Source: an optimization exercise on an open RTL-to-GDS flow (aim: small area, a short achievable clock period and few clock cycles). Production flows keep margins and buffers that such runs may drop. Only simulation tests tie the RTL to the original design; equivalence was not proved. Power is estimated from default activity; no workload was simulated.

// KANADE32
module KANADE32(
    input reset_n,
    input clk,
    output [29:0] mem_addr,
    output [31:0] mem_wdata,
    output mem_we,
    input [31:0] mem_rdata
);
For scale: about 5100 cells after synthesis, roughly 1300 flip-flops, about 97 I/O pins.
==> flow/config.mk <==
export PLATFORM = sky130hd
export DESIGN_NAME = KANADE32
export DESIGN_NICKNAME = KANADE32
export VERILOG_FILES = /design/flow/design.v
export SDC_FILE = /design/flow/constraint.sdc
export NUM_CORES = 4
export LEC_CHECK = 0
export CAP_MARGIN = 20
export CORE_MARGIN = 2
export CORE_UTILIZATION = 40
export SETUP_SLACK_MARGIN = 4.0
export SLEW_MARGIN = 20
==> flow/constraint.sdc <==
create_clock -name core_clock -period 8.0 [get_ports {clk}]
set_input_delay 1.6000 -clock core_clock [delete_from_list [all_inputs] [get_ports {clk}]]
set_output_delay 1.6000 -clock core_clock [all_outputs]
set_load 0.01 [all_outputs]
run.sh (not shown) runs the stock make flow with config.mk's settings and CLKGATE_MAP_FILE= SYNTH_SCRIPT=/design/flow/synth_recipe.tcl, a recipe that flattens the netlist after the stock synthesis.
Testbench counts at the start, summed over its fixed seeds: cycles 135,445.
==> next run, changes <==
--- a/flow/design.v
+++ b/flow/design.v
@@ -137,20 +137,21 @@
 reg        e_valid;
 reg [31:0] e_a, e_b;
 reg        e_a1, e_b1;   
 reg [31:0] e_alt;       
 reg [4:0]  e_dst;
 reg        e_we;
 reg        e_use_imm, e_sub;
 reg [2:0]  e_rsel;
 reg        e_load, e_store;
 reg        e_br, e_pred, e_force, e_jr;
+reg        e_k1;        
 reg [1:0]  e_cond;      
 reg [31:0] w1_res, w2_res;
 reg [4:0]  w1_dst, w2_dst;
 reg        w1_we, w2_we;
 reg        w1_load, w2_load;
 localparam R_SUM = 3'd0, R_AND = 3'd1, R_OR = 3'd2, R_XOR = 3'd3,
            R_NOR = 3'd4, R_SLT = 3'd5, R_SLTU = 3'd6, R_B = 3'd7;
 wire [31:0] ins = mem_rdata;
 wire [5:0] op = ins[31:26];
 wire [4:0] rs = ins[25:21];
@@ -192,20 +193,21 @@
         6'h08, 6'h09: begin d_we = 1'b1; d_use_imm = 1'b1; end
         6'h0A: begin d_we = 1'b1; d_use_imm = 1'b1; d_sub = 1'b1; d_rsel = R_SLT; end
         6'h0B: begin d_we = 1'b1; d_use_imm = 1'b1; d_sub = 1'b1; d_rsel = R_SLTU; end
         6'h0C: begin d_we = 1'b1; d_use_imm = 1'b1; d_rsel = R_AND; end
         6'h0D: begin d_we = 1'b1; d_use_imm = 1'b1; d_rsel = R_OR; end
         6'h0E: begin d_we = 1'b1; d_use_imm = 1'b1; d_rsel = R_XOR; end
         6'h23: begin d_we = 1'b1; d_use_imm = 1'b1; d_load = 1'b1; end
         6'h2B: begin d_use_imm = 1'b1; d_store = 1'b1; d_use_rt = 1'b1; d_rsel = R_B; end
         default: ;
     endcase
+    if (ins[15:0] == 16'h0) d_br = 1'b0;
 end
 wire [31:0] w2_data = w2_load ? mem_rdata : w2_res;
 wire [31:0] rf_a, rf_b;
 REGFILE rf(
     .clk(clk),
     .reset_n(reset_n),
     .we(w2_we),
     .waddr(w2_dst),
     .wdata(w2_data),
     .raddr0(rs),
@@ -262,29 +264,33 @@
 reg cond;
 always @* begin
     case (e_cond)
         2'd0: cond = eq;
         2'd1: cond = ~eq;
         2'd2: cond = blt;
         default: cond = blt | eq;
     endcase
 end
 wire e_mem = e_go & (e_load | e_store);
-wire e_redir = e_go & (e_force | e_jr | (e_br & (cond ^ e_pred)));
+wire k1ok = e_k1 & ~e_pred & (d_valid | m_fetch);
+wire e_skip = e_go & e_br & cond & k1ok;
+wire e_redir = e_go & (e_force | e_jr | (e_br & (cond ^ e_pred) & ~k1ok));
+wire sqd = e_redir | (e_skip & d_valid);       
+wire sqf = e_redir | (e_skip & ~d_valid);      
 wire [31:0] e_tgt = e_jr ? A : e_alt;
-wire drop = d_valid & hz & ~e_redir;
+wire drop = d_valid & hz & ~sqd;
 wire [29:0] ar4;
 INC30 inc_f(.x(ar), .y(ar4));
 wire [29:0] seq = m_fetch ? ar4 : dpc4[31:2];
 reg rpend;
 wire d_redir_ok = d_valid & d_redir_want & ~e_mem & ~hz;
-wire d_redir = d_redir_ok & ~e_redir;
+wire d_redir = d_redir_ok & ~sqd;
 wire d_taken = d_back & d_redir_ok;     
 always @(posedge clk) begin
     if (!reset_n) begin
         ar <= 30'h0;
         flo <= 2'h0;
         m_fetch <= 1'b1;
         we <= 1'b0;
         d_valid <= 1'b0;
         e_valid <= 1'b0;
         rpend <= 1'b0;
@@ -302,23 +308,23 @@
         end else begin
             m_fetch <= 1'b1;
             if (drop | rpend) begin
                 ar <= dpc[31:2]; flo <= dpc[1:0];
             end else if (d_redir) begin
                 ar <= d_tgt[31:2]; flo <= d_tgt[1:0];
             end else begin
                 ar <= seq;
             end
         end
-        d_valid <= m_fetch & ~e_redir & ~drop & ~d_redir;
+        d_valid <= m_fetch & ~sqf & ~drop & ~d_redir;
         rpend <= (drop | rpend) & e_mem;
-        e_valid <= d_valid & ~e_redir & ~drop;
+        e_valid <= d_valid & ~sqd & ~drop;
         w1_we <= e_go & e_we;
         w1_load <= e_go & e_load;
         w2_we <= w1_we;
         w2_load <= w1_load;
     end
 end
 always @(posedge clk) begin
     if (m_fetch & ~drop) dpc4 <= {ar4, flo};
     e_a <= d_a;
     e_b <= d_b;
@@ -329,18 +335,19 @@
     e_we <= d_we & (d_dst != 5'd0);
     e_use_imm <= d_use_imm;
     e_sub <= d_sub;
     e_rsel <= d_rsel;
     e_load <= d_load;
     e_store <= d_store;
     e_br <= d_br;
     e_pred <= d_taken;
     e_force <= d_jmp & ~d_redir_ok;
     e_jr <= d_jr;
+    e_k1 <= (ins[15:0] == 16'h1);
     e_cond <= (op == 6'h04) ? 2'd0 : (op == 6'h05) ? 2'd1 :
               (op == 6'h01) ? 2'd2 : 2'd3;
     w1_res <= result;
     w1_dst <= e_dst;
     w2_res <= w1_res;
     w2_dst <= w1_dst;
 end
 endmodule
Effect: Sequential share of layout area shrinks by 0.98 points. Final area came out higher by 2.2%. Clock-buffer cell count came out lower by 7. Synthesized cell count increases by 4.1%. First-iteration DRC count increases by 10%. Non-clock buffer count climbs by 62. Utilization grows by 0.85 points. Final cell count grows by 3.5%. Setup slack loses 0.17 ns. Routed wire length is higher by 2.3%. Power rose by 0.46%. Clock skew went up by 0.049 ns. Sequential power stays flat. Clock power rises by about 0.8%.
Testbench counts after the change, summed over its fixed seeds: cycles 132,491.

-- port drivers added, routing unchanged --
How much do the figures lean on ideal ports? The routed layouts below were timed once more, with nothing changed but the port constraints.
Step 1 assumes that a clkbuf_16 drives the clock port and a buf_2 every other input.
Step 2 moves the port delays by t, midway between the first and last clock arrival at a register: inputs arrive t later, outputs are due t later. That takes back most of the time a late clock gives input paths.
a / b / c = ideal ports / drivers / drivers and shift; a / b = the first two.
run | t, ns | setup slack, ns | hold WS [ns] | clock arrival spread, ns
the first run | 0.873 | 3.774 / 3.774 / 3.026 | 0.388 / 0.388 / 0.388 | 0.027 / 0.027
the second run | 0.889 | 3.606 / 3.606 / 2.812 | 0.345 / 0.345 / 0.345 | 0.076 / 0.077
After both steps setup and hold are still met in every run listed. For the second run, which loses most, drivers alone change the setup slack by 0.000 ns; drivers and shift together by -0.794 ns.
